What follows belongs to an exercise in optimizing a design on an open flow for small area; a production flow would make more cautious choices. In this exercise RTL edits were held to simulation tests only and were not proved equivalent to the original.

==> flow/design.v (excerpt) <==
module CORDIC_COS_SIN #(
    parameter DATA_WIDTH = 16,
    parameter PHASE_WIDTH = 32,
    parameter STAGE = 16
) (
    input clk,
    input rst,
    input en,
    input mode,
    input signed [DATA_WIDTH-1:0] x0,
    input signed [DATA_WIDTH-1:0] y0,
    input signed [PHASE_WIDTH-1:0] phase,
    output valid,
    output [DATA_WIDTH:0] cos,
    output [DATA_WIDTH:0] sin
);
Size: ~4300 cells after synthesis, roughly 100 I/O pins.
Settings: LEC_CHECK=0, ABC_AREA=1, CAP_MARGIN=20, CORE_MARGIN=2, CORE_UTILIZATION=40, CTS_BUF_LIST=sky130_fd_sc_hd__clkbuf_2 sky130_fd_sc_hd__clkbuf_4, CTS_CLUSTER_SIZE=20, SLEW_MARGIN=20; clock period 5.0 ns.
run.sh (not shown) runs the stock make flow with config.mk's settings and CLKGATE_MAP_FILE= SYNTH_SCRIPT=/design/flow/synth_recipe.tcl, a recipe that flattens the netlist after the stock synthesis.
Next try:
- CTS_BUF_LIST: sky130_fd_sc_hd__clkbuf_2 sky130_fd_sc_hd__clkbuf_4 -> not set
- CTS_CLUSTER_SIZE: 20 -> not set
Hold slack stays flat.
Utilization climbs by 0.30 points.
Clock skew shrinks by 0.059 ns.
Final cell count shrinks by 1.7%.
Design area goes up by 0.66%.
Global-route usage fell by 0.11 points.
Synthesized cell count does not change.
First-iteration DRC count is higher by 1.1%.
Critical path depth rises by 3.
Via count is lower by 1.6%.

* * *

== xenon ==
Another version of the RTL of CORDIC_COS_SIN (not shown whole).
Size in the first run: roughly 4,300 cells after synthesis, about 360 flip-flops, roughly 100 I/O pins, roughly 33,000 um2 of cells after synthesis.
clock: 5.0 ns
lec_check: 0
abc_area: 1
cap_margin: 20
core_margin: 2
core_utilization: 55
cts_buf_list: sky130_fd_sc_hd__clkbuf_4 sky130_fd_sc_hd__clkbuf_8
cts_cluster_diameter: 60
cts_cluster_size: 30
gpl_timing_driven: 0
setup_slack_margin: -0.1
slew_margin: 20
standard.sh (not shown) runs the stock make flow with config.mk's settings and CLKGATE_MAP_FILE= SYNTH_SCRIPT=/design/flow/synth_recipe.tcl, a recipe that flattens the netlist after the stock synthesis.
==> flow/flow/run.sh <==
#!/bin/bash
set -euo pipefail
bash standard.sh BUFFER_PORTS_ARGS="-buffer_cell sky130_fd_sc_hd__buf_1" finish > standard_flow.log 2>&1
The final layout from xenon, which completed every stage, passed the timing, design-rule and antenna checks at the end of the flow.
diff inputs: xenon => willow
Settings: removing SETUP_SLACK_MARGIN (formerly -0.1).
==> flow/run.sh (new file) <==
#!/bin/bash
# synth_recipe.tcl (not shown) runs the flow's synth.tcl, then flattens the netlist and writes it again
# the make line also repeats each setting of config.mk as NAME=value (left out here)
make -C /OpenROAD-flow-scripts/flow DESIGN_CONFIG=/design/flow/config.mk WORK_HOME=/design/flow/orfs CLKGATE_MAP_FILE= SYNTH_SCRIPT=/design/flow/synth_recipe.tcl finish
removed: flow/flow/run.sh
removed: flow/standard.sh
==> notes.md <==
- From xenon to willow the numbers moved as follows: non-filler instance count after layout shows an increase of 0.32%, clock skew down 0.022 ns, sequential share of layout area went down by 0.57 points.
- willow gives less number of antenna violations at the first check in global routing than xenon did.
- A cell with the biggest individual delay on the critical path of sky130_fd_sc_hd__dfxtp_4 is what willow shows, while sky130_fd_sc_hd__dfxtp_2 belongs to xenon.
Here is what was changed in the inputs of maple compared with willow.
Settings: SETUP_SLACK_MARGIN now -0.1, previously not set.
==> flow/flow/run.sh (new file) <==
#!/bin/bash
set -euo pipefail
bash standard.sh BUFFER_PORTS_ARGS="-buffer_cell sky130_fd_sc_hd__buf_2" finish > standard_flow.log 2>&1
==> flow/standard.sh (new file) <==
#!/bin/bash
# synth_recipe.tcl (not shown) runs the flow's synth.tcl, then flattens the netlist and writes it again
# the make line also repeats each setting of config.mk as NAME=value (left out here)
make -C /OpenROAD-flow-scripts/flow DESIGN_CONFIG=/design/flow/config.mk WORK_HOME=/design/flow/orfs CLKGATE_MAP_FILE= SYNTH_SCRIPT=/design/flow/synth_recipe.tcl "${@:-finish}"
removed: flow/run.sh
Results
- Met3 wire length (maple vs. willow) decreases by more than 10%
- maple ended up with a higher required time of the worst setup path than willow did.
- The flow did not stop early for maple: all stages ran, and the layout cleared the timing, design-rule and antenna checks.
- Diff willow -> maple: final area now sits lower, setup slack now sits higher, number of global-route vias before repair now sits lower.
- maple vs willow, timing startpoint of the critical path: zr4[10] vs zr1[16]
- willow -> maple: average cell area after synthesis delta 0, exact match
- On global-route wire length before repair, the lower figure sits with maple, not willow.
- Relative to willow, worst hold slack has decreased by 0.066 ns in maple.

* * *

== job 101 ==
Starting RTL as in the previous note.
clock: 5.0 ns
lec_check: 0
abc_area: 1
cap_margin: 20
core_margin: 2
core_utilization: 55
cts_buf_list: sky130_fd_sc_hd__clkbuf_4 sky130_fd_sc_hd__clkbuf_8
cts_cluster_diameter: 60
cts_cluster_size: 30
gpl_timing_driven: 0
setup_slack_margin: -0.2
slew_margin: 20
==> flow/flow/run.sh <==
#!/bin/bash
set -euo pipefail
bash standard.sh BUFFER_PORTS_ARGS="-buffer_cell sky130_fd_sc_hd__buf_2" finish > standard_flow.log 2>&1
Job 101 finished all stages; the layout is clean.
## Diff of input files: job 102 against job 101
# job 101
export LEC_CHECK = 0
export ABC_AREA = 1
export CAP_MARGIN = 20
export CORE_MARGIN = 2
export CORE_UTILIZATION = 55
export CTS_BUF_LIST = sky130_fd_sc_hd__clkbuf_4 sky130_fd_sc_hd__clkbuf_8
export CTS_CLUSTER_DIAMETER = 60
export CTS_CLUSTER_SIZE = 30
export GPL_TIMING_DRIVEN = 0
export SETUP_SLACK_MARGIN = -0.2
export SLEW_MARGIN = 20
create_clock -name core_clock -period 5.0 [get_ports {clk}]
# job 102
export LEC_CHECK = 0
export ABC_AREA = 1
export CAP_MARGIN = 20
export CORE_MARGIN = 2
export CORE_UTILIZATION = 55
export CTS_BUF_LIST = sky130_fd_sc_hd__clkbuf_4 sky130_fd_sc_hd__clkbuf_8
export CTS_CLUSTER_DIAMETER = 60
export CTS_CLUSTER_SIZE = 30
export GPL_TIMING_DRIVEN = 0
export SETUP_SLACK_MARGIN = -0.1
export SLEW_MARGIN = 20
create_clock -name core_clock -period 5.0 [get_ports {clk}]
==> flow/run.sh (new file) <==
#!/bin/bash
# synth_recipe.tcl (not shown) runs the flow's synth.tcl, then flattens the netlist and writes it again
# the make line also repeats each setting of config.mk as NAME=value (left out here)
make -C /OpenROAD-flow-scripts/flow DESIGN_CONFIG=/design/flow/config.mk WORK_HOME=/design/flow/orfs CLKGATE_MAP_FILE= SYNTH_SCRIPT=/design/flow/synth_recipe.tcl finish
removed: flow/flow/run.sh
removed: flow/standard.sh
==> notes.md <==
Of job 101 and job 102, the run reporting the higher number of buffers and inverters on the critical path was job 101.
Job 102 finished end to end and its layout was clean on timing, DRC and antenna.
Job 102 -> job 101: post-placement setup slack flat
Job 102 vs job 101: final standard cell area without fillers up by a few percent
Job 101 -> job 102: routed wire length increased slightly
### job 102 -> job 103
# job 102
export LEC_CHECK = 0
export ABC_AREA = 1
export CAP_MARGIN = 20
export CORE_MARGIN = 2
export CORE_UTILIZATION = 55
export CTS_BUF_LIST = sky130_fd_sc_hd__clkbuf_4 sky130_fd_sc_hd__clkbuf_8
export CTS_CLUSTER_DIAMETER = 60
export CTS_CLUSTER_SIZE = 30
export GPL_TIMING_DRIVEN = 0
export SETUP_SLACK_MARGIN = -0.1
export SLEW_MARGIN = 20
create_clock -name core_clock -period 5.0 [get_ports {clk}]
# job 103
export LEC_CHECK = 0
export ABC_AREA = 1
export CAP_MARGIN = 20
export CORE_MARGIN = 2
export CORE_UTILIZATION = 55
export CTS_BUF_LIST = sky130_fd_sc_hd__clkbuf_4 sky130_fd_sc_hd__clkbuf_8
export CTS_CLUSTER_DIAMETER = 60
export CTS_CLUSTER_SIZE = 30
export GPL_TIMING_DRIVEN = 0
export SETUP_SLACK_MARGIN = -0.2
export SLEW_MARGIN = 20
create_clock -name core_clock -period 5.0 [get_ports {clk}]
==> flow/flow/run.sh (new file) <==
#!/bin/bash
set -euo pipefail
bash standard.sh BUFFER_PORTS_ARGS="-buffer_cell sky130_fd_sc_hd__buf_1" finish > standard_flow.log 2>&1
==> flow/standard.sh (new file) <==
#!/bin/bash
# synth_recipe.tcl (not shown) runs the flow's synth.tcl, then flattens the netlist and writes it again
# the make line also repeats each setting of config.mk as NAME=value (left out here)
make -C /OpenROAD-flow-scripts/flow DESIGN_CONFIG=/design/flow/config.mk WORK_HOME=/design/flow/orfs CLKGATE_MAP_FILE= SYNTH_SCRIPT=/design/flow/synth_recipe.tcl "${@:-finish}"
removed: flow/run.sh
Results
- Job 103 finished every step from synthesis to the final layout, and the layout passed the timing, design-rule and antenna checks.
- Relative to job 102, largest net degree at the start of global routing decreased by 13% in job 103.
- On sequential share of layout area: job 103 sits above job 102.
- Routed wire in job 103 totals more than in job 102.
- Number of gates on the worst path with buffers counted in job 103 is about 7% higher than in job 102
- Multi-input combinational cell area for job 103: about 1.2% down relative to job 102
- Compared with job 102, job 103 shows a higher clock latency reported for the late side of the worst-skew pair.

## separate check: timing with driven ports
The flow's constraints put no driver on any port. The routed layouts listed below were extracted and timed again, unchanged, in two steps.
Step 1: set_driving_cell puts a clkbuf_16 on clk and a buf_2 on each other input, an assumption about the parent block.
Step 2 adds t to the input delays and takes it off the output delays; t is the mean of the earliest and latest rising clock arrival at the registers after step 1. Input paths then give back, and output paths get back, about the clock's delay inside the block.
a / b / c = ideal / step 1 / step 2; a / b = the first two.
| run | t (ns) | setup slack, ns | worst slew at a driven data input, ns |
|---|---|---|---|
| the first run of note 1 | 0.920 | 0.290 / 0.232 / 0.201 | 0.05 |
| the second run of note 1 | 0.639 | 0.239 / 0.180 / 0.223 | 0.05 |
| xenon | 0.684 | 0.174 / 0.174 / -0.268 | 0.04 |
| willow | 0.685 | 0.164 / 0.164 / -0.318 | 0.05 |
| maple | 0.674 | 0.213 / 0.213 / -0.285 | 0.04 |
| job 101 | 0.674 | 0.180 / 0.180 / -0.420 | 0.04 |
| job 102 | 0.665 | 0.187 / 0.187 / -0.361 | 0.05 |
| job 103 | 0.685 | 0.128 / 0.128 / -0.293 | 0.04 |
With both steps, setup timing fails in 6 of these runs, where it was met with ideal ports. The setup slack of job 101, which loses most, moves by 0.000 ns with the drivers and by -0.600 ns with both steps.
